From an optimization exercise on the open Yosys and OpenROAD flow, aimed at small area; shortcuts taken in it are not production practice.
RTL that was checked went through simulation tests only; none was proved equivalent to the original.
Power figures rest on the tool's default switching activity, not on a simulated workload. The flow treats the clock pin as an ideal source, which a real chip does not have.

rev 12:
==> flow/design.v (excerpt) <==
module dotProduct
		(clk, Mem_reset, Comp_reset, Mem_Index_reset, Computing,
		PE_reset, load_old_output, load_from_file, write_to_file,
		input_data_from_file, output_data_from_file, output_data_to_file,
		result, state);
		input clk, Mem_reset, Comp_reset, Mem_Index_reset, Computing;
		input PE_reset, load_old_output, load_from_file, write_to_file;
		input [15:0] input_data_from_file;
		input [15:0] output_data_from_file;
		output [15:0] output_data_to_file;
		output [15:0] result;
		output [5:0] state;
		reg clr, ls, cs, ws;
		reg [5:0] mic, csc;
		wire mic_lt32 = ~mic[5];
		wire mic_lt33 = ~mic[5] | (mic[4:0] == 5'd0);
		wire csc_lt32 = ~csc[5];
		wire csc_lt35 = ~csc[5] | (csc[4:0] < 5'd3);
		always @(posedge clk) begin
			clr <= Mem_reset;
			ls <= load_from_file | (ls & mic_lt32);
			cs <= Computing | (cs & csc_lt35);
			ws <= write_to_file | (ws & mic_lt33);
			if (Mem_Index_reset)
				mic <= 6'd0;
			else if (ls ? mic_lt32 : (ws & mic_lt33))
				mic <= mic + 6'd1;
			if (Comp_reset)
				csc <= 6'd0;
			else if (cs & csc_lt35)
				csc <= csc + 6'd1;
		end
		assign state = csc;
		reg en_r_ab, en_w_ab, en_r_o, en_w_o;
		reg [4:0] ar_ab, ar_o, aw_o;
		always @(posedge clk) begin
			if (ls) begin
				en_r_ab <= mic_lt32;
				en_w_ab <= mic_lt32;
				ar_ab <= mic[4:0] - 5'd2;
				en_r_o <= mic_lt32;
				en_w_o <= mic_lt32;
				ar_o <= mic[4:0] - 5'd2;
				aw_o <= mic[4:0];
			end else if (ws) begin
				en_r_o <= mic_lt33;
				en_w_o <= 1'b0;
				ar_o <= mic[4:0];
			end else if (cs) begin
				en_r_ab <= csc_lt32 & csc_lt35;
				en_w_ab <= 1'b0;
				ar_ab <= csc[4:0];
				en_r_o <= csc_lt32 & csc_lt35;
				en_w_o <= csc_lt35 & (csc[5:1] != 5'd0) & (csc != 6'd34);
				ar_o <= csc[4:0];
				aw_o <= csc[4:0] - 5'd2;
			end else begin
				en_r_ab <= 1'b0;
  ...
Size in the first run: ~1,100 flip-flops, roughly 43,000 um2 of cells after synthesis.
Settings: LEC_CHECK=0, CAP_MARGIN=20, CORE_MARGIN=2, CORE_UTILIZATION=40, PLACE_DENSITY=0.6, SLEW_MARGIN=20; clock period 10.0 ns.
run.sh (not shown) runs the stock make flow with config.mk's settings and CLKGATE_MAP_FILE= SYNTH_SCRIPT=/design/flow/synth_recipe.tcl, a recipe that flattens the netlist after the stock synthesis.
Rev 12 was carried through to the last stage, and its layout satisfied the timing, DRC and antenna checks.
--- input diff rev 12..rev 13 ---
Settings: CORE_UTILIZATION now 55, was 40; PLACE_DENSITY now 0.7, was 0.6; CTS_BUF_LIST now sky130_fd_sc_hd__clkbuf_4 sky130_fd_sc_hd__clkbuf_8, previously not set.
Every stage of the flow completed for rev 13, and the final layout passed the timing, DRC and antenna checks.
Maximum vdd ir drop ends up lower on rev 12.
| depth of the worst register-to-register path | lower: rev 13 |
Relative to rev 12, the count of clock-buffer cells in the layout measured on rev 13 has increased by more than half.
Filler cell count went down by more than a quarter going from rev 12 to rev 13.
The higher register-to-register slack of rev 13 and rev 12 is in rev 12.
Going from rev 12 to rev 13, number of vias after detailed routing grew by a few percent.
Headroom to the max-slew limit (higher): rev 13
Diff rev 12 -> rev 13: design area decreased about 0.54%, sequential share of cell area has increased.
The lower reported net switching power came out of rev 12.
Compared with rev 12, rev 13 shows cell depth of the worst setup path lower by about 3.7%.

---

== run a ==
The RTL this note starts from:
==> flow/design.v <==
module multiplier
		#(parameter Data_Width = 8)
		(in_data0, in_data1, out_data);
		input [Data_Width-1:0] in_data0, in_data1;
		output [Data_Width*2-1:0] out_data;
		assign out_data = in_data0 * in_data1;
endmodule
module dotProduct
		(clk, Mem_reset, Comp_reset, Mem_Index_reset, Computing,
		PE_reset, load_old_output, load_from_file, write_to_file,
		input_data_from_file, output_data_from_file, output_data_to_file,
		result, state);
		input clk, Mem_reset, Comp_reset, Mem_Index_reset, Computing;
		input PE_reset, load_old_output, load_from_file, write_to_file;
		input [15:0] input_data_from_file;
		input [15:0] output_data_from_file;
		output [15:0] output_data_to_file;
		output [15:0] result;
		output [5:0] state;
		reg clr, ls, cs, ws;
		reg [5:0] mic, csc;
		wire mic_lt32 = ~mic[5];
		wire mic_lt33 = ~mic[5] | (mic[4:0] == 5'd0);
		wire csc_lt32 = ~csc[5];
		wire csc_lt35 = ~csc[5] | (csc[4:0] < 5'd3);
		always @(posedge clk) begin
			clr <= Mem_reset;
			ls <= load_from_file | (ls & mic_lt32);
			cs <= Computing | (cs & csc_lt35);
			ws <= write_to_file | (ws & mic_lt33);
			if (Mem_Index_reset)
				mic <= 6'd0;
			else if (ls ? mic_lt32 : (ws & mic_lt33))
				mic <= mic + 6'd1;
			if (Comp_reset)
				csc <= 6'd0;
			else if (cs & csc_lt35)
				csc <= csc + 6'd1;
		end
		assign state = csc;
		reg en_r_ab, en_w_ab, en_r_o, en_w_o;
		reg [4:0] ar_ab, ar_o, aw_o;
		always @(posedge clk) begin
			if (ls) begin
				en_r_ab <= mic_lt32;
				en_w_ab <= mic_lt32;
				ar_ab <= mic[4:0] - 5'd2;
				en_r_o <= mic_lt32;
				en_w_o <= mic_lt32;
				ar_o <= mic[4:0] - 5'd2;
				aw_o <= mic[4:0];
			end else if (ws) begin
				en_r_o <= mic_lt33;
				en_w_o <= 1'b0;
				ar_o <= mic[4:0];
			end else if (cs) begin
				en_r_ab <= csc_lt32 & csc_lt35;
				en_w_ab <= 1'b0;
				ar_ab <= csc[4:0];
				en_r_o <= csc_lt32 & csc_lt35;
				en_w_o <= csc_lt35 & (csc[5:1] != 5'd0) & (csc != 6'd34);
				ar_o <= csc[4:0];
				aw_o <= csc[4:0] - 5'd2;
			end else begin
				en_r_ab <= 1'b0;
				en_w_ab <= 1'b0;
				en_r_o <= 1'b0;
				en_w_o <= 1'b0;
			end
		end
		reg rd_ab, rd_o;
		reg [4:0] ard_ab, ard_o;
		always @(posedge clk) begin
			rd_ab <= en_r_ab;
			rd_o <= en_r_o;
			ard_ab <= ar_ab;
			ard_o <= ar_o;
		end
		wire [15:0] wd_ab = clr ? 16'd0 : input_data_from_file;
		wire [15:0] wd_o = clr ? 16'd0 : (ls ? output_data_from_file : result);
		reg [15:0] mem_ab [0:31];
		reg [15:0] mem_o [0:31];
		genvar i;
		generate
			for (i = 0; i < 32; i = i + 1) begin : row
				always @(posedge clk) begin
					if (clr | (en_w_ab & (aw_o == i)))
						mem_ab[i] <= wd_ab;
					if (clr | (en_w_o & (aw_o == i)))
						mem_o[i] <= wd_o;
				end
			end
		endgenerate
		reg [15:0] q_ab, q_o;
		integer k;
		always @* begin
			q_ab = 16'd0;
			q_o = 16'd0;
			for (k = 0; k < 32; k = k + 1) begin
				q_ab = q_ab | (mem_ab[k] & {16{rd_ab & (ard_ab == k)}});
				q_o = q_o | (mem_o[k] & {16{rd_o & (ard_o == k)}});
			end
		end
		assign output_data_to_file = q_o;
		wire [15:0] prod;
		multiplier #(.Data_Width(8)) mul (.in_data0(q_ab[7:0]), .in_data1(q_ab[15:8]), .out_data(prod));
		reg [15:0] acc;
		always @(posedge clk) begin
			if (PE_reset)
				acc <= 16'd0;
			else
				acc <= prod + (q_o & {16{load_old_output}});
		end
		assign result = acc;
endmodule
make LEC_CHECK=0 CAP_MARGIN=0 CORE_MARGIN=2 CORE_UTILIZATION=40 CTS_CLUSTER_DIAMETER=150 CTS_CLUSTER_SIZE=30 GPL_TIMING_DRIVEN=0 PLACE_DENSITY=0.6 SLEW_MARGIN=0 finish   # period 10.0 ns
Run a went all the way through synthesis, placement and routing and the layout is clean on timing, DRC and antenna.
For run b, these inputs were changed with respect to run a:
# run a
export LEC_CHECK = 0
export CAP_MARGIN = 0
export CORE_MARGIN = 2
export CORE_UTILIZATION = 40
export CTS_CLUSTER_DIAMETER = 150
export CTS_CLUSTER_SIZE = 30
export GPL_TIMING_DRIVEN = 0
export PLACE_DENSITY = 0.6
export SLEW_MARGIN = 0
create_clock -name core_clock -period 10.0 [get_ports {clk}]
# run b
export LEC_CHECK = 0
export CAP_MARGIN = 0
export CORE_MARGIN = 2
export CORE_UTILIZATION = 60
export CTS_CLUSTER_DIAMETER = 150
export CTS_CLUSTER_SIZE = 30
export PLACE_DENSITY = 0.75
export SLEW_MARGIN = 0
create_clock -name core_clock -period 10.0 [get_ports {clk}]
[summary]
- Re aggregate routed wire length: run a was higher than run b.
- The proportion of power drawn by combinational gates reported for run b is greater than that of run a by 0.2 points.
- NOTE count of plain and timing-repair buffers run a->run b increased slightly
No run of this note included a check of the RTL's function; only the layout flow was run.

---

## old
Another version of the RTL of dotProduct (not shown whole).
Size: about 41,000 um2 of cells after synthesis.
==> flow/config.mk <==
export PLATFORM = sky130hd
export DESIGN_NAME = dotProduct
export DESIGN_NICKNAME = dotProduct
export VERILOG_FILES = /design/flow/design.v
export SDC_FILE = /design/flow/constraint.sdc
export NUM_CORES = 4
export LEC_CHECK = 0
export CAP_MARGIN = 10
export CORE_MARGIN = 2
export CORE_UTILIZATION = 40
export CTS_CLUSTER_DIAMETER = 80
export CTS_CLUSTER_SIZE = 30
export GPL_TIMING_DRIVEN = 1
export PLACE_DENSITY = 0.8
export SLEW_MARGIN = 10
export SYNTH_HIERARCHICAL = 1
==> flow/constraint.sdc <==
create_clock -name core_clock -period 10.0 [get_ports {clk}]
set_input_delay 2.0000 -clock core_clock [delete_from_list [all_inputs] [get_ports {clk}]]
set_output_delay 2.0000 -clock core_clock [all_outputs]
set_load 0.01 [all_outputs]
standard.sh (not shown) runs the stock make flow with config.mk's settings and CLKGATE_MAP_FILE= SYNTH_SCRIPT=/design/flow/synth_recipe.tcl, a recipe that flattens the netlist after the stock synthesis.
==> flow/flow/run.sh <==
#!/bin/bash
set -euo pipefail
bash standard.sh \
  "BUFFER_PORTS_ARGS=-buffer_cell sky130_fd_sc_hd__buf_1" \
  "CTS_ARGS=-sink_clustering_enable -repair_clock_nets -sink_clustering_size 30 -sink_clustering_max_diameter 80 -dont_use_dummy_load" \
  finish > standard_make.log 2>&1
[inputs] new vs old
# old
export LEC_CHECK = 0
export CAP_MARGIN = 10
export CORE_MARGIN = 2
export CORE_UTILIZATION = 40
export CTS_CLUSTER_DIAMETER = 80
export CTS_CLUSTER_SIZE = 30
export GPL_TIMING_DRIVEN = 1
export PLACE_DENSITY = 0.8
export SLEW_MARGIN = 10
export SYNTH_HIERARCHICAL = 1
create_clock -name core_clock -period 10.0 [get_ports {clk}]
# new
export LEC_CHECK = 0
export CAP_MARGIN = 10
export CORE_MARGIN = 2
export CORE_UTILIZATION = 40
export CTS_CLUSTER_DIAMETER = 80
export CTS_CLUSTER_SIZE = 30
export GPL_TIMING_DRIVEN = 1
export PLACE_DENSITY = 0.75
export SLEW_MARGIN = 10
export SYNTH_HIERARCHICAL = 1
create_clock -name core_clock -period 10.0 [get_ports {clk}]
==> run summary <==
- For worst path arrival time, new and old come out practically identical.
- Summary of new over old: overall power of the completed layout shows an increase of 0.000054 W, worst setup slack shows an increase of 0.021 ns.
- When new is set beside old, its minimum clock period turns out to be 0.021 ns smaller.

## afterwards: timing with drivers on the ports
Ports are ideal in the flow. The routed layouts listed here were re-timed in OpenROAD. Step 1 assumes that a clkbuf_16 drives the clock port and a buf_2 every other input. Step 2 moves the port delays by t, midway between the first and last clock arrival at a register: inputs arrive t later, outputs are due t later. That takes back most of the time a late clock gives input paths. Three values: ideal ports, drivers, drivers and shift; two values: the first two.
| run | shift t [ns] | setup WS [ns] | worst hold slack (ns) | worst slew at a driven data input, ns | cell pins on the clock port's net |
|---|---|---|---|---|---|
| rev 12 | 0.748 | 2.026 / 2.026 / 2.026 | 0.332 / 0.332 / 0.332 | 0.05 | 1 |
| rev 13 | 0.889 | 1.936 / 1.936 / 1.936 | 0.336 / 0.336 / 0.336 | 0.05 | 1 |
| run a | 0.715 | 2.091 / 2.091 / 2.091 | 0.351 / 0.351 / 0.351 | 0.06 | 1 |
| run b | 0.696 | 2.889 / 2.889 / 2.712 | 0.353 / 0.353 / 0.353 | 0.04 | 1 |
| old | 0.670 | 0.747 / 0.746 / 0.746 | 0.311 / 0.311 / 0.311 | 0.09 | 1 |
| new | 0.677 | 0.767 / 0.767 / 0.767 | 0.348 / 0.348 / 0.348 | 0.07 | 1 |
After both steps setup and hold are still met in every run listed. The setup slack of run b, which loses most, moves by 0.000 ns with the drivers and by -0.177 ns with both steps.
